Background: an optimization exercise with open tools, aiming at small area, a short achievable clock period and few clock cycles per item. Do not read the settings as production practice. The RTL was checked by simulation tests, not by an equivalence proof against the original design. No driver is modelled on the clock port, so clocking that relies on it looks cheaper here than on a real chip.

--- flow/run.sh ---
#!/bin/bash
# synth_recipe.tcl (not shown) runs the flow's synth.tcl, then flattens the netlist and writes it again
# the make line also repeats each setting of config.mk as NAME=value (left out here)
make -C /OpenROAD-flow-scripts/flow DESIGN_CONFIG=/design/flow/config.mk WORK_HOME=/design/flow/orfs CLKGATE_MAP_FILE= SYNTH_SCRIPT=/design/flow/synth_recipe.tcl finish
--- flow/config.mk ---
export PLATFORM = sky130hd
export DESIGN_NAME = idct8x8
export DESIGN_NICKNAME = idct8x8
export VERILOG_FILES = /design/flow/design.v
export SDC_FILE = /design/flow/constraint.sdc
export NUM_CORES = 8
export LEC_CHECK = 0
export CAP_MARGIN = 20
export CELL_PAD_IN_SITES_DETAIL_PLACEMENT = 1
export CORE_MARGIN = 2
export CORE_UTILIZATION = 35
export CTS_CLUSTER_DIAMETER = 80
export CTS_CLUSTER_SIZE = 24
export PLACE_DENSITY = 0.5
export SETUP_SLACK_MARGIN = 4.2
export SLEW_MARGIN = 20
export SYNTH_HIERARCHICAL = 1
--- flow/constraint.sdc ---
create_clock -name core_clock -period 10.0 [get_ports {clk}]
set_input_delay 2.0000 -clock core_clock [delete_from_list [all_inputs] [get_ports {clk}]]
set_output_delay 2.0000 -clock core_clock [all_outputs]
set_load 0.01 [all_outputs]
--- flow/design.v ---
`timescale 1ns/1ps
module idct8x8 (
    input  wire clk,
    input  wire rst,
    input  wire in_we,
    input  wire [5:0] in_addr,
    input  wire signed [15:0] in_data,
    input  wire start,
    output reg  done,
    input  wire [5:0] out_addr,
    output wire [7:0] out_data
);
    localparam WW = 19;                
    reg [64*WW-1:0] w;                 
    reg rowph, colph;
    reg [3:0] cnt;
    wire idle = ~rowph & ~colph;
    wire dov  = rowph | (start & idle);
    wire doh  = colph;
    reg s_row, s_odd, s_even;
    always @(posedge clk or posedge rst) begin
        if (rst) begin
            s_row <= 1'b1; s_odd <= 1'b0; s_even <= 1'b0;
        end else begin
            s_row  <= ~(colph | (dov & cnt == 4'd8)) | (colph & cnt == 4'd8);
            s_odd  <= (dov & cnt == 4'd8) | (colph & cnt <= 4'd2);
            s_even <= colph & cnt >= 4'd3 & cnt <= 4'd7;
        end
    end
    reg [159:0] v;
    integer i;
    always @(*) begin
        for (i = 0; i < 8; i = i + 1)
            v[i*20 +: 20] = ({20{s_row}}  & {{4{w[((i+4)%8)*WW+15]}}, w[((i+4)%8)*WW +: 16]})
                          | ({20{s_odd}}  & {w[(i*8)*WW +: WW], 1'b0})
                          | ({20{s_even}} & {w[(i*8)*WW+WW-1], w[(i*8)*WW +: WW]});
    end
    reg [87:0] g;
    reg [83:0] d;
    reg [7:0] f;
    function signed [1:0] wrapf;
        input signed [20:0] dd;
        input rm;
        begin
            if (rm) wrapf = (dd >= 21'sd43691) ? 2'sd1 : (dd <= -21'sd43691) ? -2'sd1 : 2'sd0;
            else    wrapf = (dd >= 21'sd699051) ? 2'sd1 : (dd <= -21'sd699051) ? -2'sd1 : 2'sd0;
        end
    endfunction
    function [21:0] add4;
        input signed [19:0] a0, b0, c0, d0;
        input neg;
        reg [21:0] a, b, c, dd, s1, c1, s2, c2;
        begin
            a = {{2{a0[19]}}, a0};
            b = {{2{b0[19]}}, b0};
            c = {{2{c0[19]}}, c0} ^ {22{neg}};
            dd = {{2{d0[19]}}, d0} ^ {22{neg}};
            s1 = a ^ b ^ c;
            c1 = {(a[20:0] & b[20:0]) | (a[20:0] & c[20:0]) | (b[20:0] & c[20:0]), neg};
            s2 = s1 ^ c1 ^ dd;
            c2 = {(s1[20:0] & c1[20:0]) | (s1[20:0] & dd[20:0]) | (c1[20:0] & dd[20:0]), neg};
            add4 = s2 + c2;
        end
    endfunction
    wire signed [19:0] x0 = v[0 +: 20], x1 = v[20 +: 20], x2 = v[40 +: 20], x3 = v[60 +: 20];
    wire signed [19:0] x4 = v[80 +: 20], x5 = v[100 +: 20], x6 = v[120 +: 20], x7 = v[140 +: 20];
    reg signed [20:0] dd [0:3];
    always @(*) begin
        g[0 +: 22]  = add4(x0, x4, x2, x6, 1'b0);
        g[22 +: 22] = add4(x1, x5, x3, x7, 1'b0);
        g[44 +: 22] = add4(x0, x4, x2, x6, 1'b1);
        g[66 +: 22] = add4(x1, x5, x3, x7, 1'b1);
        dd[0] = x0 - x4;
        dd[1] = x1 - x5;
        dd[2] = x2 - x6;
        dd[3] = x3 - x7;
        for (i = 0; i < 4; i = i + 1) begin
            d[i*21 +: 21] = dd[i];
            f[i*2 +: 2] = wrapf(dd[i], ~colph);
        end
    end
    reg [87:0] pg;
    reg [83:0] pd;
    reg [7:0] pf;
    reg rm2;
    always @(posedge clk) begin
        pg <= g;
        pd <= d;
        pf <= f;
        rm2 <= ~colph;
    end
    reg [91:0] y;
    reg [91:0] h;
    reg [63:0] px;
    function [7:0] pixel;
        input [23:0] yy;
        reg same, hi;
        reg [7:0] q;
        begin
            same = (yy[23:10] == 14'd0) | (yy[23:10] == 14'h3fff);
            q = yy[10:3] + {7'd0, yy[2]};
            hi = ~yy[23] & yy[2] & (yy[9:3] == 7'h7f);
            pixel = (~same | hi) ? {8{~yy[23]}} : {~q[7], q[6:0]};
        end
    endfunction
    function [22:0] addcorr;
        input [22:0] b;
        input signed [2:0] t;
        input rm;
        reg [5:0] a;
        begin
            a = rm ? {{3{t[2]}}, t} : {t[1:0], 4'd0};
            addcorr = {b[22:17] + a, b[16:0]};
        end
    endfunction
    wire signed [21:0] g0 = pg[0 +: 22], g1 = pg[22 +: 22], g2 = pg[44 +: 22], g3 = pg[66 +: 22];
    wire signed [20:0] d0 = pd[0 +: 21], d1 = pd[21 +: 21], d2 = pd[42 +: 21], d3 = pd[63 +: 21];
    wire signed [1:0] f0 = pf[0 +: 2], f1 = pf[2 +: 2], f2 = pf[4 +: 2], f3 = pf[6 +: 2];
    function [22:0] addbk;
        input [22:0] a, b;
        input ci;
        reg [22:0] p, g, p0;
        integer ii, jj;
        begin
            p = a ^ b; g = a & b; p0 = p;
            g[0] = g[0] | (p[0] & ci);
            for (ii = 1; ii <= 5; ii = ii + 1)
                for (jj = 2**ii - 1; jj < 23; jj = jj + 2**ii) begin
                    g[jj] = g[jj] | p[jj] & g[jj - 2**(ii-1)];
                    p[jj] = p[jj] & p[jj - 2**(ii-1)];
                end
            for (ii = 5; ii > 0; ii = ii - 1)
                for (jj = 2**ii + 2**(ii-1) - 1; jj < 23; jj = jj + 2**ii) begin
                    g[jj] = g[jj] | p[jj] & g[jj - 2**(ii-1)];
                    p[jj] = p[jj] & p[jj - 2**(ii-1)];
                end
            addbk = p0 ^ {g[21:0], ci};
        end
    endfunction
    reg signed [22:0] yy [0:3];
    reg signed [22:0] hh [0:3];
    always @(*) begin
        yy[0] = addbk({g0[21], g0}, {g1[21], g1}, 1'b0);
        yy[1] = addbk({g0[21], g0}, ~{g1[21], g1}, 1'b1);
        yy[2] = addbk({g2[21], g2}, {g3[21], g3}, 1'b0);
        yy[3] = addbk({g2[21], g2}, ~{g3[21], g3}, 1'b1);
        hh[0] = addcorr(addbk({d0[20], d0, 1'b0}, ~{{2{d1[20]}}, d1}, 1'b1), f1 - f0, rm2);
        hh[1] = addcorr(addbk({{2{d0[20]}}, d0}, {d1[20], d1, 1'b0}, 1'b0), -f0 - f1, rm2);
        hh[2] = addcorr(addbk({d2[20], d2, 1'b0}, ~{{2{d3[20]}}, d3}, 1'b1), f3 - f2, rm2);
        hh[3] = addcorr(addbk({{2{d2[20]}}, d2}, {d3[20], d3, 1'b0}, 1'b0), -f2 - f3, rm2);
        for (i = 0; i < 4; i = i + 1) begin
            y[i*23 +: 23] = yy[i];
            h[i*23 +: 23] = hh[i];
            px[i*8 +: 8] = pixel({yy[i][22], yy[i]});
            px[(i+4)*8 +: 8] = pixel({hh[i], 1'b0});
        end
    end
    function [5:0] phys;
        input [5:0] a;
        phys = {a[5:3], a[2:0] + 3'd4};
    endfunction
    wire [5:0] pin = phys(in_addr);
    reg [63:0] wsel, hsel;
    always @(*) begin
        for (i = 0; i < 64; i = i + 1) begin
            wsel[i] = ~dov & ~doh & in_we & (pin == i);
            hsel[i] = ~dov & ~doh & ~(in_we & (pin == i));
        end
    end
    wire [64*WW-1:0] wn;
    genvar gr, gc;
    generate
        for (gr = 0; gr < 8; gr = gr + 1) begin : R
            for (gc = 0; gc < 8; gc = gc + 1) begin : C
                localparam integer K = (gr*8 + gc)*WW;
                wire [WW-1:0] vs, hs;
                if (gr == 7) begin
                    if (gc >= 4) assign vs = y[(gc-4)*23 +: WW];
                    else         assign vs = h[gc*23 +: WW];
                end else         assign vs = w[K+8*WW +: WW];
                if (gc == 7) assign hs = {w[K+8 +: WW-8], px[gr*8 +: 8]};
                else         assign hs = w[K+WW +: WW];
                assign wn[K +: 16] = ({16{dov}} & vs[15:0]) | ({16{doh}} & hs[15:0])
                                   | ({16{wsel[gr*8+gc]}} & in_data) | ({16{hsel[gr*8+gc]}} & w[K +: 16]);
                assign wn[K+16 +: WW-16] = dov ? vs[WW-1:16] : hs[WW-1:16];
            end
        end
    endgenerate
    always @(posedge clk) w <= wn;
    always @(posedge clk or posedge rst) begin
        if (rst) begin
            rowph <= 1'b0;
            colph <= 1'b0;
            cnt <= 4'd0;
            done <= 1'b0;
        end else begin
            done <= 1'b0;
            if (dov) begin
                if (cnt == 4'd8) begin rowph <= 1'b0; colph <= 1'b1; cnt <= 4'd0; end
                else begin rowph <= 1'b1; cnt <= cnt + 4'd1; end
            end else if (doh) begin
                if (cnt == 4'd8) begin colph <= 1'b0; done <= 1'b1; cnt <= 4'd0; end
                else cnt <= cnt + 4'd1;
            end
        end
    end
    wire [511:0] pix;
    generate
        for (gr = 0; gr < 64; gr = gr + 1) begin : P
            assign pix[gr*8 +: 8] = w[phys(gr)*WW +: 8];
        end
    endgenerate
    idct_rdmux u_rd (.d(pix), .a(out_addr), .q(out_data));
endmodule
module idct_rdmux (
    input  wire [511:0] d,
    input  wire [5:0] a,
    output reg  [7:0] q
);
    reg [7:0] lo, hi;
    reg [7:0] part [0:7];
    integer i, j;
    always @(*) begin
        for (i = 0; i < 8; i = i + 1) begin
            lo[i] = (a[2:0] == i);
            hi[i] = (a[5:3] == i);
        end
        for (j = 0; j < 8; j = j + 1) begin
            part[j] = 8'd0;
            for (i = 0; i < 8; i = i + 1) part[j] = part[j] | ({8{lo[i]}} & d[(j*8+i)*8 +: 8]);
        end
        q = 8'd0;
        for (j = 0; j < 8; j = j + 1) q = q | ({8{hi[j]}} & part[j]);
    end
endmodule
==> summary.txt, run 1 <==
global routing's busiest layer=met2; setup ws final=approximately 3800 ps; CTS Sinks=roughly 1400; unrepaired setup endpoints after global routing=true; crit end category=output port; Synth cell types=97; CTS Buf Count=between 100 and 150; # hold bufs at CTS=0; Cells after Synth=~9300; CP Class=in2out; Max H-tree Level=3; CTS tree=built; met1 GRT Util=0.539; EDFF count, synth=24; synthesized net count=approximately 10000; sequential share of the synthesized area=0.356; Storage cell area=around 28000 sq um; commonest non-fill, non-tap cell in the layout=nand2_1; Synth Area in XOR/XNOR=0.0310; Max Freq=approximately 160 MHz; cell area after synthesis=between 80000 and 90000 sq um; Max Slew Vio Count=0; yosys warns=12; Die ar.=between 200000 and 250000 sq um; placed inst area=about 84000 sq um; initial antenna violation count=79; Synth Area in Adders=0.131; final instance area=slightly above 90000 sq um; CP Cell Sequence=buf_16, buf_16, nor2b_4, bufbuf_16, a221oi_1, o22ai_1, o211ai_1, nand4_1, buf_2; I/O pins=41; Detail Placement HPWL=between 300 and 400 mm; setup TNS=0 ps; final WL=roughly 490 mm; DR WL/cell=between 30 and 40 um; Worst EP arrival=4210 ps; core area=227000 sq um; CP max stage delay=between 400 and 500 ps; ANT nets after route=0; status=no timing/DRC/antenna violations; Rel. slew slack=0.0904; Worst-path clk slew=90 ps; Final period util=0.621; largest net degree at the start of global routing=190; ys async rst share=0.00711; routability congestion estimate from global placement=about 1.0; Crit path required time=around 8000 ps; Clock Skew=35.0 ps; DR pass1 iterations=17; Least-Margin Pin Slew=between 1000 and 1500 ps; Port Buffers=40; vias in the first global route=a little under 80000; Most used DFF post-synth=dfxtp_1; final setup vio count=0; combinational family with the most area after synthesis=compound AO/OA/AOI/OAI gates; CP most frequent cell=buf_16; leading cell types in the layout, fill and taps excluded=nand2_1, dfxtp_1, a222oi_1, inv_1, ha_1; Die Wd=approximately 480 um; max_cap viols=0; post-synthesis mux area share=0.00732; Worst setup SP type=input pin; Max stage delay cell, worst path=o211ai_1; latest clock arrival within the worst-skew pair=about 840 ps; Initial Util=0.352; met2 Usage GRT=0.577; clock root buffer=clkbuf_16; CP top delay family=compound AO/OA/AOI/OAI gates; multi-input logic area=roughly 48000 sq um; gr ovfl total=0; area grow syn2layout=15.4%; Final Hold Fails=0; nets=9967; Fill cells=26026; vias=83385; worst path bufs/invs=4; layout cell share with drive strength beyond 1=0.116; Via density=6.72; post-layout minimum cycle time=6210 ps; Max Buffers Root-to-Sink=3; All-Layer GR Usage=0.405; met3 GRT Util=0.145; worst hold slack=421 ps; worst hold path class=reg2reg; area fraction in compound gates after synthesis=0.245; CP max FO=8; number of core rows=around 180; drc violations=0; #FFs+latches synth=1407; Setup WS pre-CTS=~2600 ps; syn_area_per_cell=roughly 8.6 sq um; die height=between 400 and 500 um; Iteration-0 DRC Markers=between 15000 and 20000; first-pass GRT wire length=~660 mm; area share of and/or/nand/nor cells after synthesis=0.168
-- synth_stat cells (49+ instances only) --
cell type	count	area (sq um)
a21o_1	96	721
a21oi_1	261	1310
a221o_1	73	731
a221oi_1	135	1180
a222oi_1	1077	10800
a22oi_1	95	713
clkbuf_1	582	2180
dfxtp_1	1373	27500
fa_1	262	5250
ha_1	416	5200
inv_1	638	2390
nand2_1	2398	9000
nand3_1	62	310
nor2_1	302	1130
nor2b_1	56	350
nor3_1	118	591
o21ai_0	215	1080
o22ai_1	49	307
xnor2_1	178	1560
xor2_1	105	920
-- final timing paths --
check                             from  slack, ps  cells past startpoint           to
setup / recovery           out_addr[1]       3790                      9  out_data[4]
hold / removal                   w[73]        420                      2        w[54]
setup reg to reg                pd[21]       4160                     27       w[747]
hold reg to reg                  w[73]        420                      2        w[54]
max in group asynchronous          rst       8010                      2        s_odd
min in group asynchronous          rst       1530                      2        rowph
-- layout make-up --
class / count / area share
Sequential cell: 1407 / 0.308
Clock buffer: 121 / 0.0306
Timing Repair Buffer: 516 / 0.0550
Multi-Input combinational cell: 6581 / 0.525
Tap cell: 3009 / 0.0408
Inverter: 642 / 0.0264
Clock inverter: 82 / 0.0130
Antenna cell: 48 / 0.00130
-- kinds of logic (layout without fill, tap and decap cells) --
| kind of cell | after synthesis | after routing |
|---|---|---|
| compound gates | 2333 | 2333 |
| xor+xnor | 283 | 283 |
| other cells | 0 | 48 |
| flops | 1407 | 1407 |
| fa+ha+maj | 678 | 678 |
| buf+inv | 1301 | 1361 |
| simple gates | 3243 | 3243 |
| mux | 44 | 44 |
-- modules after synthesis, one instance, submodules excluded --
| module | area [sq um] | flops+latches | copies in the design |
|---|---|---|---|
| idct8x8 | 75800 | 1407 | 1 |
| idct_rdmux | 4240 | 0 | 1 |
-- worst register-to-register path: stages, from the launching register on --
cell       delay, ps
dfxtp_2          350
inv_2             40
fa_2             390
a21o_1           180
a21o_4           240
a2111oi_4        450
nor3_2           110
o211ai_1         300
nand2_1          160
buf_6            150
buf_4            130
buf_4            130
buf_4            120
buf_4            120
buf_6            100
buf_6            100
buf_6            100
fa_2             370
xor2_2           180
nor4_2           330
o2111ai_2        190
nor3_4           300
nor2_1            90
nand2_1          120
o311ai_4         110
or4_4            610
o21ai_2          160
nand2_1           60
-- repair_timing --
item                                   in CTS  in global routing
cloned                                     23                  6
setup buffers                              90                 25
pin swaps                                  90                 74
endpoints found under the hold margin       0                  0
setup endpoints to repair                 257                241
gates resized for setup                   323                 99
-- state kept, by name (all words and copies together) (netlist names) --
signal	cells
done	1
w	1216
pd	84
s_row	1
rm2	1
colph	1
s_odd	1
cnt	4
s_even	1
pf	8
pg	88
rowph	1
-- through the flow --
stage          cells   util
2_1_floorplan   9289      -
3_3_place_gp   11995  0.371
3_5_place_dp   12001  0.371
4_1_cts        12317  0.402
5_1_grt        12375  0.406
6_report       12406  0.406
-- metal layers --
layer | share of wire | vias up
li1 | - | 34253
met4 | 0.055 | 38
met2 | 0.41 | 5513
met1 | 0.40 | 42525
met3 | 0.13 | 1056
met5 | 0.00092 | -
Testbench counts, summed over its fixed seeds: cycles 18,688, blocks 128.
==> inputs of run 2 (changes only) <==
--- a/flow/design.v
+++ b/flow/design.v
@@ -17,105 +17,25 @@
     wire idle = ~rowph & ~colph;
     wire dov  = rowph | (start & idle);
     wire doh  = colph;
-    reg s_row, s_odd, s_even;
+    reg s_row, s_odd;
     always @(posedge clk or posedge rst) begin
         if (rst) begin
-            s_row <= 1'b1; s_odd <= 1'b0; s_even <= 1'b0;
+            s_row <= 1'b1; s_odd <= 1'b0;
         end else begin
             s_row  <= ~(colph | (dov & cnt == 4'd8)) | (colph & cnt == 4'd8);
             s_odd  <= (dov & cnt == 4'd8) | (colph & cnt <= 4'd2);
-            s_even <= colph & cnt >= 4'd3 & cnt <= 4'd7;
         end
     end
     reg [159:0] v;
     integer i;
     always @(*) begin
         for (i = 0; i < 8; i = i + 1)
-            v[i*20 +: 20] = ({20{s_row}}  & {{4{w[((i+4)%8)*WW+15]}}, w[((i+4)%8)*WW +: 16]})
-                          | ({20{s_odd}}  & {w[(i*8)*WW +: WW], 1'b0})
-                          | ({20{s_even}} & {w[(i*8)*WW+WW-1], w[(i*8)*WW +: WW]});
+            v[i*20 +: 20] = s_row ? {{4{w[((i+4)%8)*WW+15]}}, w[((i+4)%8)*WW +: 16]}
+                          : s_odd ? {w[(i*8)*WW +: WW], 1'b0}
+                          : {w[(i*8)*WW+WW-1], w[(i*8)*WW +: WW]};
     end
     reg [87:0] g;
     reg [83:0] d;
-    reg [7:0] f;
-    function signed [1:0] wrapf;
-        input signed [20:0] dd;
-        input rm;
-        begin
-            if (rm) wrapf = (dd >= 21'sd43691) ? 2'sd1 : (dd <= -21'sd43691) ? -2'sd1 : 2'sd0;
-            else    wrapf = (dd >= 21'sd699051) ? 2'sd1 : (dd <= -21'sd699051) ? -2'sd1 : 2'sd0;
-        end
-    endfunction
-    function [21:0] add4;
-        input signed [19:0] a0, b0, c0, d0;
-        input neg;
-        reg [21:0] a, b, c, dd, s1, c1, s2, c2;
-        begin
-            a = {{2{a0[19]}}, a0};
-            b = {{2{b0[19]}}, b0};
-            c = {{2{c0[19]}}, c0} ^ {22{neg}};
-            dd = {{2{d0[19]}}, d0} ^ {22{neg}};
-            s1 = a ^ b ^ c;
-            c1 = {(a[20:0] & b[20:0]) | (a[20:0] & c[20:0]) | (b[20:0] & c[20:0]), neg};
-            s2 = s1 ^ c1 ^ dd;
-            c2 = {(s1[20:0] & c1[20:0]) | (s1[20:0] & dd[20:0]) | (c1[20:0] & dd[20:0]), neg};
-            add4 = s2 + c2;
-        end
-    endfunction
-    wire signed [19:0] x0 = v[0 +: 20], x1 = v[20 +: 20], x2 = v[40 +: 20], x3 = v[60 +: 20];
-    wire signed [19:0] x4 = v[80 +: 20], x5 = v[100 +: 20], x6 = v[120 +: 20], x7 = v[140 +: 20];
-    reg signed [20:0] dd [0:3];
-    always @(*) begin
-        g[0 +: 22]  = add4(x0, x4, x2, x6, 1'b0);
-        g[22 +: 22] = add4(x1, x5, x3, x7, 1'b0);
-        g[44 +: 22] = add4(x0, x4, x2, x6, 1'b1);
-        g[66 +: 22] = add4(x1, x5, x3, x7, 1'b1);
-        dd[0] = x0 - x4;
-        dd[1] = x1 - x5;
-        dd[2] = x2 - x6;
-        dd[3] = x3 - x7;
-        for (i = 0; i < 4; i = i + 1) begin
-            d[i*21 +: 21] = dd[i];
-            f[i*2 +: 2] = wrapf(dd[i], ~colph);
-        end
-    end
-    reg [87:0] pg;
-    reg [83:0] pd;
-    reg [7:0] pf;
-    reg rm2;
-    always @(posedge clk) begin
-        pg <= g;
-        pd <= d;
-        pf <= f;
-        rm2 <= ~colph;
-    end
-    reg [91:0] y;
-    reg [91:0] h;
-    reg [63:0] px;
-    function [7:0] pixel;
-        input [23:0] yy;
-        reg same, hi;
-        reg [7:0] q;
-        begin
-            same = (yy[23:10] == 14'd0) | (yy[23:10] == 14'h3fff);
-            q = yy[10:3] + {7'd0, yy[2]};
-            hi = ~yy[23] & yy[2] & (yy[9:3] == 7'h7f);
-            pixel = (~same | hi) ? {8{~yy[23]}} : {~q[7], q[6:0]};
-        end
-    endfunction
-    function [22:0] addcorr;
-        input [22:0] b;
-        input signed [2:0] t;
-        input rm;
-        reg [5:0] a;
-        begin
-            a = rm ? {{3{t[2]}}, t} : {t[1:0], 4'd0};
-            addcorr = {b[22:17] + a, b[16:0]};
-        end
-    endfunction
-    wire signed [21:0] g0 = pg[0 +: 22], g1 = pg[22 +: 22], g2 = pg[44 +: 22], g3 = pg[66 +: 22];
-    wire signed [20:0] d0 = pd[0 +: 21], d1 = pd[21 +: 21], d2 = pd[42 +: 21], d3 = pd[63 +: 21];
-    wire signed [1:0] f0 = pf[0 +: 2], f1 = pf[2 +: 2], f2 = pf[4 +: 2], f3 = pf[6 +: 2];
     function [22:0] addbk;
         input [22:0] a, b;
         input ci;
@@ -137,6 +57,81 @@
             addbk = p0 ^ {g[21:0], ci};
         end
     endfunction
+    function [21:0] add4;
+        input signed [19:0] a0, b0, c0, d0;
+        input neg;
+        reg [21:0] a, b, c, dd, s1, c1, s2, c2;
+        begin
+            a = {{2{a0[19]}}, a0};
+            b = {{2{b0[19]}}, b0};
+            c = {{2{c0[19]}}, c0} ^ {22{neg}};
+            dd = {{2{d0[19]}}, d0} ^ {22{neg}};
+            s1 = a ^ b ^ c;
+            c1 = {(a[20:0] & b[20:0]) | (a[20:0] & c[20:0]) | (b[20:0] & c[20:0]), neg};
+            s2 = s1 ^ c1 ^ dd;
+            c2 = {(s1[20:0] & c1[20:0]) | (s1[20:0] & dd[20:0]) | (c1[20:0] & dd[20:0]), neg};
+            add4 = addbk({s2[21], s2}, {c2[21], c2}, 1'b0);
+        end
+    endfunction
+    wire signed [19:0] x0 = v[0 +: 20], x1 = v[20 +: 20], x2 = v[40 +: 20], x3 = v[60 +: 20];
+    wire signed [19:0] x4 = v[80 +: 20], x5 = v[100 +: 20], x6 = v[120 +: 20], x7 = v[140 +: 20];
+    reg signed [20:0] dd [0:3];
+    always @(*) begin
+        g[0 +: 22]  = add4(x0, x4, x2, x6, 1'b0);
+        g[22 +: 22] = add4(x1, x5, x3, x7, 1'b0);
+        g[44 +: 22] = add4(x0, x4, x2, x6, 1'b1);
+        g[66 +: 22] = add4(x1, x5, x3, x7, 1'b1);
+        dd[0] = addbk({{3{x0[19]}}, x0}, ~{{3{x4[19]}}, x4}, 1'b1);
+        dd[1] = addbk({{3{x1[19]}}, x1}, ~{{3{x5[19]}}, x5}, 1'b1);
+        dd[2] = addbk({{3{x2[19]}}, x2}, ~{{3{x6[19]}}, x6}, 1'b1);
+        dd[3] = addbk({{3{x3[19]}}, x3}, ~{{3{x7[19]}}, x7}, 1'b1);
+        for (i = 0; i < 4; i = i + 1) begin
+            d[i*21 +: 21] = dd[i];
+        end
+    end
+    reg [87:0] pg;
+    reg [83:0] pd;
+    reg rm2;
+    always @(posedge clk) begin
+        pg <= g;
+        pd <= d;
+        rm2 <= ~colph;
+    end
+    reg [91:0] y;
+    reg [91:0] h;
+    reg [63:0] px;
+    function [7:0] pixel;
+        input [23:0] yy;
+        reg same, hi;
+        reg [7:0] q;
+        begin
+            same = (yy[23:10] == 14'd0) | (yy[23:10] == 14'h3fff);
+            q = yy[10:3] + {7'd0, yy[2]};
+            hi = ~yy[23] & yy[2] & (yy[9:3] == 7'h7f);
+            pixel = (~same | hi) ? {8{~yy[23]}} : {~q[7], q[6:0]};
+        end
+    endfunction
+    function [22:0] addcorr;
+        input [22:0] b;
+        input signed [2:0] t;
+        input rm;
+        reg [5:0] a;
+        begin
+            a = rm ? {{3{t[2]}}, t} : {t[1:0], 4'd0};
+            addcorr = {b[22:17] + a, b[16:0]};
+        end
+    endfunction
+    wire signed [21:0] g0 = pg[0 +: 22], g1 = pg[22 +: 22], g2 = pg[44 +: 22], g3 = pg[66 +: 22];
+    wire signed [20:0] d0 = pd[0 +: 21], d1 = pd[21 +: 21], d2 = pd[42 +: 21], d3 = pd[63 +: 21];
+    function signed [1:0] wrapf;
+        input signed [20:0] dd;
+        input rm;
+        begin
+            if (rm) wrapf = (dd >= 21'sd43691) ? 2'sd1 : (dd <= -21'sd43691) ? -2'sd1 : 2'sd0;
+            else    wrapf = (dd >= 21'sd699051) ? 2'sd1 : (dd <= -21'sd699051) ? -2'sd1 : 2'sd0;
+        end
+    endfunction
+    wire signed [1:0] f0 = wrapf(d0, rm2), f1 = wrapf(d1, rm2), f2 = wrapf(d2, rm2), f3 = wrapf(d3, rm2);
     reg signed [22:0] yy [0:3];
     reg signed [22:0] hh [0:3];
     always @(*) begin
==> flow/config.mk (replaced) <==
export PLATFORM = sky130hd
export DESIGN_NAME = idct8x8
export DESIGN_NICKNAME = idct8x8
export VERILOG_FILES = /design/flow/design.v
export SDC_FILE = /design/flow/constraint.sdc
export NUM_CORES = 8
export LEC_CHECK = 0
export CAP_MARGIN = 20
export CORE_MARGIN = 2
export CORE_UTILIZATION = 45
export CTS_BUF_LIST = sky130_fd_sc_hd__clkbuf_8
export CTS_CLUSTER_DIAMETER = 60
export CTS_CLUSTER_SIZE = 16
export MIN_ROUTING_LAYER = met2
export SETUP_SLACK_MARGIN = 4.0
export SLEW_MARGIN = 20
export SYNTH_HIERARCHICAL = 1
==> run 2 against run 1 <==
The flow now stops in global routing (5_1_grt). Synthesized cell count decreased by 1.9%. Synthesized area shrank 0.17%.
==> summary.txt, run 2 <==
combinational family with the most area after synthesis=compound AO/OA/AOI/OAI gates; vias in the first global route=~130k; Synth area leaders=dfxtp_1, a222oi_1, nand2_1; Synth Area in XOR/XNOR=0.0254 (-0.00554); Synth Area in Adders=0.142 (+0.0109); Most used DFF post-synth=dfxtp_1; # hold bufs at CTS=0 (unchanged); gr ovfl total=approximately 3500; Die Wd=425 um (-12%); routability congestion estimate from global placement=1.31 (+25%); number of core rows=154 (-12%); Stop stage=global routing (5_1_grt); leading area contributor after synthesis=dfxtp_1; area fraction in compound gates after synthesis=0.230 (-0.0144); Synth cell types=110 (+13%); #FFs+latches synth=1398 (-0.64%); clock root buffer=clkbuf_8; largest net degree at the start of global routing=between 200 and 250; Run Error=[ERROR GRT-0116] Global routing finished with congestion. Check the congestion regions in the DRC Viewer.; synthesized net count=9847 (-1.5%); post-synthesis mux area share=0.0264 (+0.0191); Detail Placement HPWL=336 mm (-8.9%); count leader, synth=nand2_1; Port Buffers=40 (unchanged); Initial Util=0.453 (+0.101); die height=425 um (-12%); Setup WS pre-CTS=2410 ps (-173 ps); status=stopped before the end; Max Buffers Root-to-Sink=3 (unchanged); area share of and/or/nand/nor cells after synthesis=0.163 (-0.00509); yosys warns=12 (unchanged); CTS Buf Count=141 (+29%); syn_area_per_cell=8.77 sq um (+1.8%); placed inst area=82600 sq um (-2.1%); synth cell count leaders=nand2_1, dfxtp_1, a222oi_1, inv_1, clkbuf_1; All-Layer GR Usage=0.899; top cell type's share of synthesized area=0.342 (-0.00142); EDFF count, synth=24 (unchanged); first-pass GRT wire length=about 800 mm; cell area after synthesis=79900 sq um (-0.17%); Cells after Synth=9112 (-1.9%); CTS Sinks=1398 (-0.64%); I/O pins=41 (unchanged); ys async rst share=0.00644 (-0.000670); Max H-tree Level=4 (+1); sequential share of the synthesized area=0.354 (-0.00172)
-- run 2: cell count changes after synthesis, sizes merged, moves of 32 or more --
cell,previous run,this run
a221o,73,41
a222oi,1077,980
buf,76,148
clkbuf,583,517
fa,262,334
ha,416,369
inv,640,543
mux2i,9,130
nand2,2398,2460
nor3,118,66
o21a,36,105
xnor2,178,108
-- run 2: logic make-up after synthesis --
logic type,Yosys count
AO/OA/AOI/OAI,2201
XOR/XNOR,229
adder cells (fa/ha/maj),703
buffers and inverters,1208
flip-flops,1398
multiplexers,194
AND/OR/NAND/NOR,3179
-- run 2: worst max-delay path by stage --
stage	endpoint	slack, ps	cells after the start
2_1_floorplan	pg[65]	4150	22
3_3_place_gp	out_data[6]	2390	8
3_5_place_dp	out_data[6]	2410	8
4_1_cts	out_data[3]	3920	11
-- run 2: per-module statistics from Yosys, one instance, submodules excluded --
module	copies in the design	area [sq um]
idct8x8	1	75600
idct_rdmux	1	4240
-- run 2: repair_timing --
| item | in CTS |
|---|---|
| pin swaps | 37 |
| buffers inserted | 56 |
| resized for setup | 166 |
| gates cloned | 18 |
| endpoints found under the setup margin | 36 |
-- run 2: per-stage QoR --
stage               instances   util
floorplan                9112      -
global placement        11052  0.468
detailed placement      11055  0.469
CTS                     11371  0.495
-- run 2: per-layer routing --
metal / GRT overflow / track usage
met5: 320 / 0.874
met4: 154 / 0.713
met3: 2884 / 1.03
met2: 189 / 0.890
met1: - / -
Testbench counts of run 2, summed over its fixed seeds: cycles 18,688, blocks 128.
==> inputs of run 3 (changes only) <==
--- a/flow/config.mk
+++ b/flow/config.mk
@@ -11,7 +11,6 @@
 export CTS_BUF_LIST = sky130_fd_sc_hd__clkbuf_8
 export CTS_CLUSTER_DIAMETER = 60
 export CTS_CLUSTER_SIZE = 16
-export MIN_ROUTING_LAYER = met2
 export SETUP_SLACK_MARGIN = 4.0
 export SLEW_MARGIN = 20
 export SYNTH_HIERARCHICAL = 1
==> run 3 against run 2 <==
The run now finishes clean. Synthesized cell count unchanged. Synthesized area unchanged.
==> summary.txt, run 3 <==
status=no timing/DRC/antenna violations; syn_area_per_cell=8.77 sq um (unchanged); Worst-path clk slew=100 ps; Worst setup SP type=input pin; CP Class=in2out; EDFF count, synth=24 (unchanged); Max Slew Vio Count=0; Die ar.=between 150000 and 200000 sq um; count leader, synth=nand2_1; leading cell types in the layout, fill and taps excluded=nand2_1, dfxtp_1, a222oi_1, inv_1, ha_1; unrepaired setup endpoints after global routing=true; latest clock arrival within the worst-skew pair=1040 ps; Max H-tree Level=4 (unchanged); CTS tree=built; Cells after Synth=9112 (unchanged); # hold bufs at CTS=0 (unchanged); commonest non-fill, non-tap cell in the layout=nand2_1; All-Layer GR Usage=0.469; drc violations=0; cell area after synthesis=79900 sq um (unchanged); Max Freq=between 150 and 200 MHz; ANT nets after route=0; final WL=~440 mm; setup TNS=0 ps; I/O pins=41 (unchanged); Clock Skew=just over 70 ps; worst-case reg-to-reg path depth=19; Detail Placement HPWL=331 mm (-1.5%); largest net degree at the start of global routing=around 190; die height=425 um (unchanged); Worst EP arrival=between 4000 and 5000 ps; #FFs+latches synth=1398 (unchanged); layout cell share with drive strength beyond 1=0.101; CP max FO=19; ys async rst share=0.00644 (unchanged); Max Buffers Root-to-Sink=3 (unchanged); Port Buffers=40 (unchanged); number of core rows=154 (unchanged); hold_sp=w[113]; leading area contributor after synthesis=dfxtp_1; max reg flops=between 1000 and 1500; Least-Margin Pin Slew=1300 ps; WHS Path Cells=2; area grow syn2layout=9.58%; CTS Buf Count=143 (+1.4%); nets=between 9000 and 10000; Initial Util=0.453 (unchanged); Final Hold Fails=0; Post-Layout Cell Count=between 10000 and 15000; Largest Register=w; clock root buffer=clkbuf_8; top flop regs=w: 1216 flops, pg: 88 flops, pd: 84 flops; R2R Path End=pg[21]; Die Wd=425 um (unchanged); Synth area leaders=dfxtp_1, a222oi_1, nand2_1; vias=roughly 80000; crit end category=output port; synthesized net count=9847 (unchanged); yosys warns=12 (unchanged); Fill cells=16827; sequential share of the synthesized area=0.354 (unchanged); first-pass GRT wire length=594 mm; core area=176000 sq um; DR WL/cell=38.7 um; Rel. slew slack=0.131; Final period util=0.614; reg2reg setup slack=around 4100 ps; Min-Delay Endpoint=w[94]; Crit path required time=about 8000 ps; Most used DFF post-synth=dfxtp_1; CTS Sinks=1398 (unchanged); max_cap viols=0; initial antenna violation count=between 50 and 60; final instance area=between 80000 and 90000 sq um; gr ovfl total=0; Iteration-0 DRC Markers=21344; cell count after placement=11058 (+0.027%); routability congestion estimate from global placement=1.09 (-16%); reg2reg start=s_row; synth cell count leaders=nand2_1, dfxtp_1, a222oi_1, inv_1, clkbuf_1; Final Util=0.496; post-layout minimum cycle time=6140 ps; Synth cell types=110 (unchanged); worst hold path class=reg2reg; placed inst area=82600 sq um (about the same); DR pass1 iterations=17; Via density=7.01; top cell type's share of synthesized area=0.342 (unchanged); vias in the first global route=about 70000; final setup vio count=0
[run 3: cell counts after synthesis]
No cell type changed its count.
[run 3: worst max-delay path by stage]
stage          cells after the start  slack (ps)          end        start
2_1_floorplan                     22        4150       pg[65]        s_odd
3_3_place_gp                       8        2370  out_data[7]  out_addr[2]
3_5_place_dp                       8        2320  out_data[7]  out_addr[2]
4_1_cts                            8        3890  out_data[2]  out_addr[3]
5_1_grt                           19        3950       pg[21]        s_row
6_report                           7        3860  out_data[4]  out_addr[1]
[run 3: final cells by class]
class,instances,area (sq um),share of cell area
Multi-Input combinational cell,6510,47800,0.547
Sequential cell,1398,28300,0.323
Timing Repair Buffer,326,3120,0.0357
Tap cell,2340,2930,0.0335
Clock buffer,154,2120,0.0242
Inverter,543,2060,0.0236
Clock inverter,101,1100,0.0125
Antenna cell,23,57.6,0.000658
[run 3: Yosys stat by module (local to each module, per instance)]
module	flops+latches	cells	area (sq um)	copies in the design
idct_rdmux	0	577	4240	1
idct8x8	1398	8535	75600	1
[run 3: routing by layer]
metal / track usage / routed length (um) / part of all wire
met5: 0 / 334 / 0.00076
met4: 0.182 / 20600 / 0.047
met3: 0.219 / 75200 / 0.17
met2: 0.614 / 167000 / 0.38
met1: 0.656 / 178000 / 0.40
[run 3: cells by family (layout without fill, tap and decap cells)]
group / count (synthesis) / count (layout) / synth area share
buffers and inverters: 1208 / 1124 / 0.0591
DFF: 1398 / 1398 / 0.354
AOI/OAI and AO/OA: 2201 / 2201 / 0.230
and+or+nand+nor: 3179 / 3183 / 0.163
adders and majority gates: 703 / 703 / 0.142
muxes: 194 / 194 / 0.0264
xor gates and xnor gates: 229 / 229 / 0.0254
other: 0 / 23 / 0
[run 3: worst max-delay path, cell delays in order]
cell and delay (ps):
buf_12 190, and2_2 630, a221oi_1 200, nor2_1 420, a32oi_2 260, nand4_1 240
buf_2 170
[run 3: metrics by stage]
stage | hold slack [ps] | setup slack [ps]
final | 425 | 3860
after global routing | 453 | 3950
after CTS | 425 | 3890
after detailed placement | 399 | 2320
after global placement | 401 | 2370
after floorplan | 392 | 4150
[run 3: timing repair]
action                                  4_1_cts  5_1_grt
resized for setup                           165       81
buffers inserted                             24       14
pin swaps                                    35       26
endpoints found under the setup margin       43       38
cloned                                       15        5
==> inputs of run 4 (changes only) <==
==> flow/flow/run.sh (new file) <==
#!/bin/bash
# The standard layout, with an extra gate-sizing pass after clock tree synthesis:
# flow/size.tcl upsizes cells on near-critical paths (their footprint may change)
# and legalizes the placement; the standard flow then routes and finishes.
set -eo pipefail
R="$PWD/orfs/results/sky130hd/idct8x8/base"
bash standard.sh cts 2>&1 | tee flow_make_cts.log
ODB_IN="$R/4_cts.odb" ODB_OUT="$R/4_cts_sized.odb" SDC="$R/4_cts.sdc" \
  SIZE_WINDOW=0.15 SIZE_PASSES=4 SIZE_PATHS=60 \
  openroad -no_init -exit flow/size.tcl 2>&1 | tee flow_size.log
cp "$R/4_cts_sized.odb" "$R/4_cts.odb"
touch "$R/4_cts.odb" "$R/4_cts.sdc"
bash standard.sh finish 2>&1 | tee flow_make_finish.log
==> flow/flow/size.tcl (new file) <==
# Upsizes combinational cells on near-critical paths after clock tree synthesis, one
# cell at a time, keeping a change only when its path gets faster and the worst slack does not drop.
read_liberty /OpenROAD-flow-scripts/flow/platforms/sky130hd/lib/sky130_fd_sc_hd__tt_025C_1v80.lib
read_db $::env(ODB_IN)
read_sdc $::env(SDC)
source /OpenROAD-flow-scripts/flow/platforms/sky130hd/setRC.tcl
set_propagated_clock [all_clocks]
estimate_parasitics -placement
set block [ord::get_db_block]
proc wns {} { return [expr {[sta::worst_slack_cmd max]*1e9}] }
proc eslack {vtx} { return [expr {[sta::vertex_worst_slack $vtx max]*1e9}] }
proc bigger {m} {
  if {![regexp {^(sky130_fd_sc_hd__[a-z0-9]+)_([0-9]+)$} $m -> base n]} { return "" }
  set best ""; set bk 1000
  foreach lib [[ord::get_db] getLibs] { foreach mm [$lib getMasters] { set nm [$mm getName]; if {[regexp "^${base}_(\[0-9\]+)\$" $nm -> k] && $k > $n && $k < $bk} { set best $nm; set bk $k } } }
  return $best
}
set t0 [clock seconds]
puts "start wns [format %.4f [wns]]"
set tried {}
for {set pass 0} {$pass < $::env(SIZE_PASSES)} {incr pass} {
  set w0 [wns]
  set kept 0; set trials 0
  set work {}
  foreach pe [find_timing_paths -path_group core_clock -sort_by_slack -group_path_count $::env(SIZE_PATHS) -endpoint_path_count 1] {
    set ps [expr {[$pe slack]*1e9}]
    if {$ps > $w0 + $::env(SIZE_WINDOW)} break
    set en [get_full_name [$pe pin]]
    set insts {}
    foreach pin [[$pe path] pins] {
      set pn [get_full_name $pin]
      set k [string last "/" $pn]
      if {$k < 0} continue
      set port [string range $pn [expr {$k+1}] end]
      if {$port ni {X Y}} continue
      lappend insts [string range $pn 0 [expr {$k-1}]]
    }
    lappend work [list $en $insts]
  }
  foreach wk $work {
    lassign $wk en insts
    if {[string first / $en] >= 0} { set endpin [get_pins [string map {[ \\[ ] \\]} $en]] } else { set endpin [get_ports $en] }
    foreach iname $insts {
      set inst [$block findInst $iname]
      if {$inst eq "NULL"} continue
      set m [[$inst getMaster] getName]
      if {[string match "*clkbuf*" $m] || [string match "*dly*" $m]} continue
      set b [bigger $m]
      if {$b eq ""} continue
      if {[dict exists $tried "$iname $b"]} continue
      dict set tried "$iname $b" 1
      set wb [wns]
      set sb [get_property $endpin slack_max]
      replace_cell $iname $b
      estimate_parasitics -placement
      incr trials
      set sa [get_property $endpin slack_max]
      if {[wns] >= $wb - 0.0005 && $sa > $sb + 0.003} { incr kept } else { replace_cell $iname $m; estimate_parasitics -placement }
    }
  }
  puts "pass $pass: trials $trials kept $kept wns [format %.4f [wns]] ([expr {[clock seconds]-$t0}] s)"
  if {$kept == 0} break
}
if {[info exists ::env(ODB_OUT)]} {
  detailed_placement
  estimate_parasitics -placement
  puts "after dpl wns [format %.4f [wns]]"
  write_db $::env(ODB_OUT)
}
==> flow/standard.sh (new file) <==
#!/bin/bash
# synth_recipe.tcl (not shown) runs the flow's synth.tcl, then flattens the netlist and writes it again
# the make line also repeats each setting of config.mk as NAME=value (left out here)
make -C /OpenROAD-flow-scripts/flow DESIGN_CONFIG=/design/flow/config.mk WORK_HOME=/design/flow/orfs CLKGATE_MAP_FILE= SYNTH_SCRIPT=/design/flow/synth_recipe.tcl "${@:-finish}"
removed: flow/run.sh
==> run 4 against run 3 <==
Worst hold slack about the same. First-iteration DRC count decreased by 0.72%. Clock skew decreased by 6.3 ps. Synthesized area unchanged. Flip-flop and latch count unchanged. Design area increased by 0.21%. Sequential share of layout area decreased by 0.067 points. Setup slack improved by 18 ps. Via count about the same. Largest cell class unchanged.
==> summary.txt, run 4 <==
first-pass GRT wire length=594 mm (about the same); Max Buffers Root-to-Sink=3 (unchanged); All-Layer GR Usage=0.469 (about the same); Max Slew Vio Count=0 (unchanged); drc violations=0 (unchanged); CP max FO=82 (+63); Die ar.=181000 sq um (unchanged); status=no timing/DRC/antenna violations; number of core rows=154 (unchanged); Max H-tree Level=4 (unchanged); Most used DFF post-synth=dfxtp_1; clock root buffer=clkbuf_8; #FFs+latches synth=1398 (unchanged); reg2reg setup slack=4110 ps (+40 ps); Synth cell types=110 (unchanged); worst hold path class=reg2reg; leading area contributor after synthesis=dfxtp_1; ANT nets after route=0 (unchanged); synth cell count leaders=nand2_1, dfxtp_1, a222oi_1, inv_1, clkbuf_1; unrepaired setup endpoints after global routing=true; latest clock arrival within the worst-skew pair=1040 ps (about the same); CTS Buf Count=143 (unchanged); Least-Margin Pin Slew=1280 ps (-24.9 ps); initial antenna violation count=61 (+17%); Via density=7.01 (about the same); ys async rst share=0.00644 (unchanged); Iteration-0 DRC Markers=21191 (-0.72%); Max stage delay cell, worst path=nor2_1; reg2reg start=s_row; CTS tree=built; layout cell share with drive strength beyond 1=0.102 (+0.00154); cell count after placement=11058 (unchanged); setup TNS=0 ps (unchanged); Initial Util=0.453 (unchanged); Worst EP arrival=7090 ps (+2950 ps); vias in the first global route=71474 (+0.057%); CP endpoint=w[146]; nets=9648 (-0.093%); Post-Layout Cell Count=11400 (+0.044%); Detail Placement HPWL=331 mm (unchanged); synthesized net count=9847 (unchanged); setup ws final=3880 ps (+17.5 ps); cell area after synthesis=79900 sq um (unchanged); Final period util=0.612 (-0.00175); vias=79897 (+0.044%); max reg flops=1216 (unchanged); worst-case reg-to-reg path depth=19 (unchanged); Port Buffers=40 (unchanged); die height=425 um (unchanged); core area=176000 sq um (unchanged); routability congestion estimate from global placement=1.09 (unchanged); # hold bufs at CTS=0 (unchanged); worst hold slack=425 ps (+0.0840 ps); sequential share of the synthesized area=0.354 (unchanged); area grow syn2layout=9.81%; R2R Path End=pg[65]; Largest Register=w; I/O pins=41 (unchanged); top cell type's share of synthesized area=0.342 (unchanged); beginning of the critical path=start; Setup WS pre-CTS=2320 ps (unchanged); Final Hold Fails=0 (unchanged); WHS Path Cells=2 (unchanged); CP Class=in2reg; Clock Skew=65.2 ps (-6.26 ps); Cells after Synth=9112 (unchanged); CTS Sinks=1398 (unchanged); final WL=441 mm (about the same); DR pass1 iterations=17 (unchanged); leading cell types in the layout, fill and taps excluded=nand2_1, dfxtp_1, a222oi_1, inv_1, ha_1; count leader, synth=nand2_1; commonest non-fill, non-tap cell in the layout=nand2_1; DR WL/cell=38.7 um (about the same); Die Wd=425 um (unchanged); final setup vio count=0 (unchanged); Max Freq=163 MHz (+0.29%); yosys warns=12 (unchanged); largest net degree at the start of global routing=194 (unchanged); Worst-path clk slew=100 ps (about the same); hold_sp=w[131]; top flop regs=w: 1216 flops, pg: 88 flops, pd: 84 flops; Rel. slew slack=0.148 (+0.0166); syn_area_per_cell=8.77 sq um (unchanged); Worst setup SP type=input pin; Synth area leaders=dfxtp_1, a222oi_1, nand2_1; gr ovfl total=0 (unchanged); Crit path required time=10960 ps (+2960 ps); CP max stage delay=1200 ps (+570 ps); CP Cell Sequence=clkdlybuf4s50_1, a21oi_4, inv_8, nor2_2, nand2_1, nor2_1, buf_4, a222oi_1, inv_1; crit end category=flip-flop; EDFF count, synth=24 (unchanged); max_cap viols=0 (unchanged); post-layout minimum cycle time=6120 ps (-17.5 ps)
run 4: cell type report:
type                    instances  area, sq um
diodes                         37         92.6
clock buffers                 154         2120
clock inverters               101         1100
fillers                     16771        88600
inverters                     543         2060
multi-input cells            6510        48000
flip-flops and latches       1398        28300
well taps                    2340         2930
repair buffers                317         3060
run 4: critical path, delay by kind of cell:
family / cells / cell delay, ps
AO/OA/AOI/OAI: 2 / 620
buffers and inverters: 4 / 1310
AND/OR/NAND/NOR: 3 / 3070
run 4: what timing repair did:
action                                  in CTS  in global routing
pin swaps                                   35                 16
gates resized for setup                    165                 86
buffers inserted                            24                  4
endpoints found under the setup margin      43                 37
cloned                                      15                  4
run 4: worst min path at each step:
| stage | end | slack [ps] |
|---|---|---|
| 6_report | w[112] | 420 |
| 5_1_grt | w[54] | 450 |
| 4_1_cts | w[94] | 430 |
| 3_5_place_dp | w[94] | 400 |
| 3_3_place_gp | w[94] | 400 |
| 2_1_floorplan | w[111] | 390 |
run 4: per-stage QoR:
step | cell area [sq um] | util
6_report | 87700 | 0.497
5_1_grt | 87600 | 0.497
4_1_cts | 86900 | 0.493
3_5_place_dp | 82600 | 0.468
3_3_place_gp | 82500 | 0.468
2_1_floorplan | 79900 | -
run 4: metal layers:
| metal | share of wire | GRT usage |
|---|---|---|
| met1 | 0.40 | 0.656 |
| met2 | 0.38 | 0.612 |
| met3 | 0.17 | 0.220 |
| met4 | 0.049 | 0.186 |
| met5 | 0.00070 | 0 |
run 4: per-module statistics from Yosys, one instance, submodules excluded:
module / area [sq um] / flops+latches / copies in the design
idct_rdmux: 4240 / 0 / 1
idct8x8: 75600 / 1398 / 1
run 4: logic make-up after synthesis:
family                     Yosys count  share of synthesized area
AOI/OAI and AO/OA                 2201                      0.230
xor gates and xnor gates           229                     0.0254
adders and majority gates          703                      0.142
buffers and inverters             1208                     0.0591
DFF                               1398                      0.354
muxes                              194                     0.0264
and+or+nand+nor                   3179                      0.163
==> inputs of run 5 (changes only) <==
--- a/flow/config.mk
+++ b/flow/config.mk
@@ -11,6 +11,6 @@
 export CTS_BUF_LIST = sky130_fd_sc_hd__clkbuf_8
 export CTS_CLUSTER_DIAMETER = 60
 export CTS_CLUSTER_SIZE = 16
-export SETUP_SLACK_MARGIN = 4.0
+export SETUP_SLACK_MARGIN = 4.2
 export SLEW_MARGIN = 20
 export SYNTH_HIERARCHICAL = 1
==> run 5 against run 4 <==
Still clean on timing, DRC and antenna. Wire length down 1.1%. Count of clock-buffer cells in the layout up 1. Synthesized area unchanged. Worst hold slack lost 4.3 ps. Maximum frequency rose by 2.0%. Cell count is 0.29% higher. Critical path depth grew 9. Sequential share of layout area down 0.51 points. Critical endpoint is now pg[65].
==> summary.txt, run 5 <==
synthesized net count=9847 (unchanged); largest net degree at the start of global routing=226 (+16%); ys async rst share=0.00644 (unchanged); post-layout minimum cycle time=6000 ps (-122 ps); Max Slew Vio Count=0 (unchanged); CTS tree=built; max_cap viols=0 (unchanged); # hold bufs at CTS=0 (unchanged); worst hold slack=420 ps (-4.30 ps); drc violations=0 (unchanged); vias in the first global route=72579 (+1.5%); #FFs+latches synth=1398 (unchanged); Die Wd=425 um (unchanged); crit end category=flip-flop; Clock Skew=58.7 ps (-6.55 ps); core area=176000 sq um (unchanged); synth cell count leaders=nand2_1, dfxtp_1, a222oi_1, inv_1, clkbuf_1; Worst EP arrival=6890 ps (-200 ps); Worst setup SP type=flip-flop; All-Layer GR Usage=0.462 (-0.00703); Max Freq=167 MHz (+2.0%); Via density=7.04 (+0.46%); I/O pins=41 (unchanged); Fill cells=16611 (-0.95%); setup TNS=0 ps (unchanged); leading cell types in the layout, fill and taps excluded=nand2_1, dfxtp_1, a222oi_1, inv_1, ha_1; Synth area leaders=dfxtp_1, a222oi_1, nand2_1; Least-Margin Pin Slew=1340 ps (+57.5 ps); gr ovfl total=0 (unchanged); Initial Util=0.453 (unchanged); CP max FO=14 (-83%); Crit path required time=10890 ps (-70 ps); top flop regs=w: 1216 flops, pg: 88 flops, pd: 84 flops; clock root buffer=clkbuf_8; status=no timing/DRC/antenna violations; top cell type's share of synthesized area=0.342 (unchanged); layout cell share with drive strength beyond 1=0.118 (+0.0155); syn_area_per_cell=8.77 sq um (unchanged); Synth cell types=110 (unchanged); Max Buffers Root-to-Sink=3 (unchanged); ANT nets after route=0 (unchanged); CP Class=reg2reg; Largest Register=w; max reg flops=1216 (unchanged); count leader, synth=nand2_1; Final Hold Fails=0 (unchanged); area grow syn2layout=11.6%; beginning of the critical path=s_odd; Most used DFF post-synth=dfxtp_1; reg2reg start=s_odd; Worst-path clk slew=90 ps (about the same); number of core rows=154 (unchanged); final WL=436 mm (-1.1%); leading area contributor after synthesis=dfxtp_1; Final period util=0.600 (-0.0122); Detail Placement HPWL=327 mm (-1.2%); Rel. slew slack=0.109 (-0.0383); hold_sp=w[111]; sequential share of the synthesized area=0.354 (unchanged); die height=425 um (unchanged); Cells after Synth=9112 (unchanged); yosys warns=12 (unchanged); CTS Sinks=1398 (unchanged); vias=80494 (+0.75%); EDFF count, synth=24 (unchanged); final setup vio count=0 (unchanged); Die ar.=181000 sq um (unchanged); unrepaired setup endpoints after global routing=true; initial antenna violation count=47 (-23%); commonest non-fill, non-tap cell in the layout=nand2_1; DR WL/cell=38.2 um (-1.4%); Max H-tree Level=4 (unchanged); routability congestion estimate from global placement=1.07 (-2.4%); CTS Buf Count=144 (+0.70%); nets=9700 (+0.54%); Iteration-0 DRC Markers=19997 (-5.6%); latest clock arrival within the worst-skew pair=1030 ps (about the same); worst hold path class=reg2reg; first-pass GRT wire length=589 mm (-0.81%); Port Buffers=40 (unchanged); DR pass1 iterations=15 (-2); cell area after synthesis=79900 sq um (unchanged)
## run 5: area by class of cell
class	instances	area [sq um]	share of cell area
multi-input cells	6511	48800	0.547
clock inverters	95	983	0.0110
flip-flops and latches	1398	28300	0.318
repair buffers	367	3880	0.0435
inverters	543	2070	0.0233
clock buffers	155	2130	0.0239
diodes	24	60.1	0.000674
well taps	2340	2930	0.0328
## run 5: final timing paths
kind / endpoint / cells after the start / slack (ps)
max: pg[65] / 18 / 4000
min: w[92] / 2 / 420
max reg2reg: pg[65] / 18 / 4000
min reg2reg: w[92] / 2 / 420
max in group asynchronous: s_odd / 2 / 8370
min in group asynchronous: cnt[1] / 2 / 1290
## run 5: modules after synthesis, one instance, submodules excluded
| module | area, sq um | cells |
|---|---|---|
| idct8x8 | 75600 | 8535 |
| idct_rdmux | 4240 | 577 |
## run 5: cells by family after synthesis
group / Yosys count / share of synthesized area
multiplexers: 194 / 0.0264
XOR/XNOR: 229 / 0.0254
buffers and inverters: 1208 / 0.0591
AND/OR/NAND/NOR: 3179 / 0.163
AO/OA/AOI/OAI: 2201 / 0.230
adder cells (fa/ha/maj): 703 / 0.142
flip-flops: 1398 / 0.354
## run 5: worst max-delay path, cell delays in order (launching register included)
cell and delay, ps:
dfrtp_4 620, buf_6 220, buf_16 200, mux2i_1 240, nor2_1 60, a21oi_1 790
fa_1 560, ha_1 460, o21ai_0 250, nand2b_1 100, a31o_4 290, o31a_4 400
o41ai_4 420, o211a_1 290, a21oi_4 80, a31o_1 240, fa_2 370, xnor2_2 140
xnor2_1 120
## run 5: what timing repair did
action	in CTS	in global routing
pin swaps	50	56
setup endpoints to repair	85	28
cloned	23	7
setup buffers	49	29
resized for setup	253	139
## run 5: metrics by stage
stage | instances | worst slack [ps] | utilization | instance area, sq um
after CTS | 11372 | 4050 | 0.497 | 87600
after floorplan | 9112 | 4200 | - | 79900
after detailed placement | 11050 | 2420 | 0.468 | 82500
after global placement | 11048 | 2460 | 0.468 | 82500
after global routing | 11414 | 3970 | 0.505 | 89100
final | 11433 | 4000 | 0.506 | 89100
## run 5: metal layers
layer  vias to the layer above  part of all wire  global-route usage
met1                     39658              0.40               0.639
met4                        18             0.045               0.170
met2                      6668              0.39               0.627
met5                         -           0.00032                   0
li1                      33078                 -                   -
met3                      1072              0.17               0.206
==> inputs of run 6 (changes only) <==
--- a/flow/design.v
+++ b/flow/design.v
@@ -15,22 +15,24 @@
     reg rowph, colph;
     reg [3:0] cnt;
     wire idle = ~rowph & ~colph;
-    wire dov  = rowph | (start & idle);
+    wire dov  = rowph;                 
     wire doh  = colph;
-    reg s_row, s_odd;
+    reg s_row0, s_row1, s_odd;
     always @(posedge clk or posedge rst) begin
         if (rst) begin
-            s_row <= 1'b1; s_odd <= 1'b0;
+            s_row0 <= 1'b1; s_row1 <= 1'b0; s_odd <= 1'b0;
         end else begin
-            s_row  <= ~(colph | (dov & cnt == 4'd8)) | (colph & cnt == 4'd8);
-            s_odd  <= (dov & cnt == 4'd8) | (colph & cnt <= 4'd2);
+            s_row0 <= (idle & ~start) | (colph & cnt == 4'd8);
+            s_row1 <= (idle & start) | (rowph & cnt != 4'd7);
+            s_odd  <= (rowph & cnt == 4'd7) | (colph & cnt <= 4'd2);
         end
     end
     reg [159:0] v;
     integer i;
     always @(*) begin
         for (i = 0; i < 8; i = i + 1)
-            v[i*20 +: 20] = s_row ? {{4{w[((i+4)%8)*WW+15]}}, w[((i+4)%8)*WW +: 16]}
+            v[i*20 +: 20] = s_row0 ? {{4{w[((i+4)%8)*WW+15]}}, w[((i+4)%8)*WW +: 16]}
+                          : s_row1 ? {{4{w[(8+(i+4)%8)*WW+15]}}, w[(8+(i+4)%8)*WW +: 16]}
                           : s_odd ? {w[(i*8)*WW +: WW], 1'b0}
                           : {w[(i*8)*WW+WW-1], w[(i*8)*WW +: WW]};
     end
@@ -190,9 +192,11 @@
             done <= 1'b0;
         end else begin
             done <= 1'b0;
-            if (dov) begin
-                if (cnt == 4'd8) begin rowph <= 1'b0; colph <= 1'b1; cnt <= 4'd0; end
-                else begin rowph <= 1'b1; cnt <= cnt + 4'd1; end
+            if (idle) begin
+                if (start) begin rowph <= 1'b1; cnt <= 4'd0; end
+            end else if (dov) begin
+                if (cnt == 4'd7) begin rowph <= 1'b0; colph <= 1'b1; cnt <= 4'd0; end
+                else cnt <= cnt + 4'd1;
             end else if (doh) begin
                 if (cnt == 4'd8) begin colph <= 1'b0; done <= 1'b1; cnt <= 4'd0; end
                 else cnt <= cnt + 4'd1;
--- a/flow/config.mk
+++ b/flow/config.mk
@@ -11,6 +11,6 @@
 export CTS_BUF_LIST = sky130_fd_sc_hd__clkbuf_8
 export CTS_CLUSTER_DIAMETER = 60
 export CTS_CLUSTER_SIZE = 16
-export SETUP_SLACK_MARGIN = 4.2
+export SETUP_SLACK_MARGIN = 4.0
 export SLEW_MARGIN = 20
 export SYNTH_HIERARCHICAL = 1
==> run 6 against run 5 <==
Setup slack lost 68 ps. Sequential share of layout area fell by 0.38 points. Count of clock-buffer cells in the layout increased by 1. Wire length grew 1.3%. Non-clock buffer count shrank 24.
==> summary.txt, run 6 <==
status=no timing/DRC/antenna violations; Die Wd=429 um (+0.97%); CP max stage delay=550 ps (-240 ps); max reg flops=1216 (unchanged); Iteration-0 DRC Markers=20793 (+4.0%); worst hold slack=451 ps (+30.7 ps); commonest non-fill, non-tap cell in the layout=nand2_1; Min-Delay Endpoint=w[455]; clock root buffer=clkbuf_8; layout cell share with drive strength beyond 1=0.123 (+0.00579); synth cell count leaders=nand2_1, dfxtp_1, a222oi_1, clkbuf_1, inv_1; worst path bufs/invs=4 (+2); Rel. slew slack=0.0786 (-0.0307); cell area after synthesis=81400 sq um (+2.0%); unrepaired setup endpoints after global routing=true; Max Slew Vio Count=0 (unchanged); first-pass GRT wire length=596 mm (+1.2%); vias=81453 (+1.2%); initial antenna violation count=81 (+72%); Max H-tree Level=4 (unchanged); Initial Util=0.452 (-0.00143); Detail Placement HPWL=325 mm (-0.73%); ANT nets after route=0 (unchanged); Fill cells=17008 (+2.4%); Worst EP arrival=4070 ps (-2820 ps); Max Buffers Root-to-Sink=3 (unchanged); reg2reg setup slack=4070 ps (+70 ps); hold_sp=w[607]; Worst-path clk slew=100 ps (about the same); DR WL/cell=38.4 um (+0.63%); DR pass1 iterations=17 (+2); CP Class=in2out; Crit path required time=8000 ps (-2890 ps); All-Layer GR Usage=0.458 (-0.00407); vias in the first global route=73696 (+1.5%); reg2reg start=pd[30]; leading cell types in the layout, fill and taps excluded=nand2_1, dfxtp_1, a222oi_1, inv_1, ha_1; top cell type's share of synthesized area=0.336 (-0.00662); largest net degree at the start of global routing=216 (-4.4%); # hold bufs at CTS=0 (unchanged); routability congestion estimate from global placement=1.07 (about the same); Least-Margin Pin Slew=1370 ps (+35.4 ps); worst-case reg-to-reg path depth=19 (+1); CTS tree=built; CP most frequent cell=buf_12; top flop regs=w: 1216 flops, pg: 88 flops, pd: 84 flops; final setup vio count=0 (unchanged); crit end category=output port; post-layout minimum cycle time=6070 ps (+67.7 ps); Port Buffers=40 (unchanged); synthesized net count=9893 (+0.47%); Cells after Synth=9158 (+0.50%); Final period util=0.607 (+0.00677); worst hold path class=reg2reg; final WL=442 mm (+1.3%); syn_area_per_cell=8.89 sq um (+1.5%); CTS Sinks=1399 (+0.072%); Via density=7.08 (+0.55%); CP Cell Sequence=buf_8, buf_12, and2_4, buf_12, a221oi_4, o22ai_2, o211ai_1, nand4_2, buf_2; die height=429 um (+0.97%); yosys warns=12 (unchanged); Most used DFF post-synth=dfxtp_1; core area=180000 sq um (+2.3%); Stages on worst setup path=9 (-9); nets=9702 (+0.021%); placed inst area=84200 sq um (+2.0%); R2R Path End=w[900]; Synth cell types=103 (-6.4%); EDFF count, synth=24 (unchanged); Post-Layout Cell Count=11506 (+0.64%); final instance area=90300 sq um (+1.3%); sequential share of the synthesized area=0.347 (-0.00654); Clock Skew=73.7 ps (+15.1 ps); Final Hold Fails=0 (unchanged); CP max FO=23 (+9); leading area contributor after synthesis=dfxtp_1; count leader, synth=nand2_1; Largest Register=w; ys async rst share=0.00715 (+0.000710); cell count after placement=11100 (+0.45%); drc violations=0 (unchanged); max_cap viols=0 (unchanged); latest clock arrival within the worst-skew pair=1050 ps (+20 ps); Die ar.=184000 sq um (+2.0%); CP top delay family=compound AO/OA/AOI/OAI gates; setup TNS=0 ps (unchanged); Synth area leaders=dfxtp_1, a222oi_1, nand2_1; #FFs+latches synth=1399 (+0.072%); Max Freq=165 MHz (-1.1%); I/O pins=41 (unchanged); WHS Path Cells=0 (-2); number of core rows=156 (+1.3%); CTS Buf Count=148 (+2.8%); gr ovfl total=0 (unchanged); area grow syn2layout=10.9%; Worst setup SP type=input pin; Max stage delay cell, worst path=o211ai_1
## run 6: worst max path at each step
stage / startpoint / to
6_report: out_addr[1] / out_data[2]
3_3_place_gp: out_addr[2] / out_data[7]
5_1_grt: out_addr[1] / out_data[2]
3_5_place_dp: out_addr[2] / out_data[5]
2_1_floorplan: s_odd / pg[87]
4_1_cts: out_addr[1] / out_data[5]
## run 6: worst reg2reg max path: stages, from the launching register on
cell,delay (ps)
dfxtp_1,830
nand4_1,240
or4_1,460
or3_1,390
o311ai_1,260
o22ai_1,150
a22o_1,260
ha_1,290
ha_1,310
and2_1,160
inv_1,60
fa_1,590
nand2_1,70
nor4_1,250
nand3_1,120
or4_1,600
nor3_1,350
nor4_4,70
buf_12,160
a2bb2oi_2,150
## run 6: per-module statistics from Yosys (local to each module, per instance)
module,copies in the design,cell area [sq um],flip-flops and latches,cells
idct8x8,1,77200,1399,8581
idct_rdmux,1,4240,0,577
## run 6: cell families after synthesis
kind of cell / after synthesis / synth area share
and+or+nand+nor: 3012 / 0.159
muxes: 250 / 0.0348
buffers and inverters: 1235 / 0.0582
AOI/OAI and AO/OA: 2331 / 0.237
DFF: 1399 / 0.347
xor gates and xnor gates: 228 / 0.0246
adders and majority gates: 703 / 0.139
## run 6: through the flow
stage	utilization	setup WS (ps)
after detailed placement	0.467	2440
after global placement	0.466	2510
after floorplan	-	4050
final	0.501	3930
after global routing	0.500	3990
after CTS	0.494	3940
## run 6: timing repair
item	4_1_cts	5_1_grt
endpoints found under the setup margin	71	50
setup buffers	37	26
pin swaps	37	36
gates resized for setup	214	79
gates cloned	18	3
## run 6: cell type report
class                      count  area (sq um)  share of cell area
multi-input combinational   6527         50100               0.555
inverter                     548          2070              0.0229
clock buffer                 156          2150              0.0238
clock inverter               108          1030              0.0114
antenna                       55           138             0.00152
timing repair buffer         343          3500              0.0387
tap                         2370          2970              0.0328
sequential                  1399         28400               0.314
## run 6: routing by layer
layer	part of all wire	wire length, um	track usage
met2	0.38	166000	0.595
met1	0.39	174000	0.624
met5	0.0014	609	0.00546
met4	0.059	26000	0.224
met3	0.17	75300	0.219
Testbench counts of run 6, summed over its fixed seeds: cycles 18,688, blocks 128.

## port drivers added, routing unchanged
In the flow no input, the clock included, has a driving cell. The finished layouts below were timed again as built, in two steps. Step 1 (the two cells are an assumption about what drives the block):
set clk [get_ports {clk}]
set_driving_cell -lib_cell sky130_fd_sc_hd__clkbuf_16 $clk
set_driving_cell -lib_cell sky130_fd_sc_hd__buf_2 [delete_from_list [all_inputs] $clk]
Step 2 adds t to the input delays and takes it off the output delays; t is the mean of the earliest and latest rising clock arrival at the registers after step 1. Input paths then give back, and output paths get back, about the clock's delay inside the block. a / b / c = ideal / step 1 / step 2; a / b = the first two.
run	shift t [ns]	slack for setup (ns)	latest minus earliest clock arrival (ns)	slew at the worst register clock pin (ns)
run 1	0.924	3.794 / 3.611 / 3.419	0.040 / 0.040	0.10 / 0.10
run 3	1.091	3.859 / 3.642 / 2.952	0.074 / 0.074	0.12 / 0.12
run 4	1.092	3.876 / 3.796 / 2.847	0.072 / 0.072	0.12 / 0.12
run 5	1.091	3.998 / 3.781 / 3.641	0.061 / 0.062	0.11 / 0.11
run 6	1.096	3.931 / 3.827 / 3.781	0.082 / 0.082	0.11 / 0.11
After both steps every run listed still meets setup and hold. The setup slack of run 4, which loses most, moves by -0.080 ns with the drivers and by -1.029 ns with both steps.
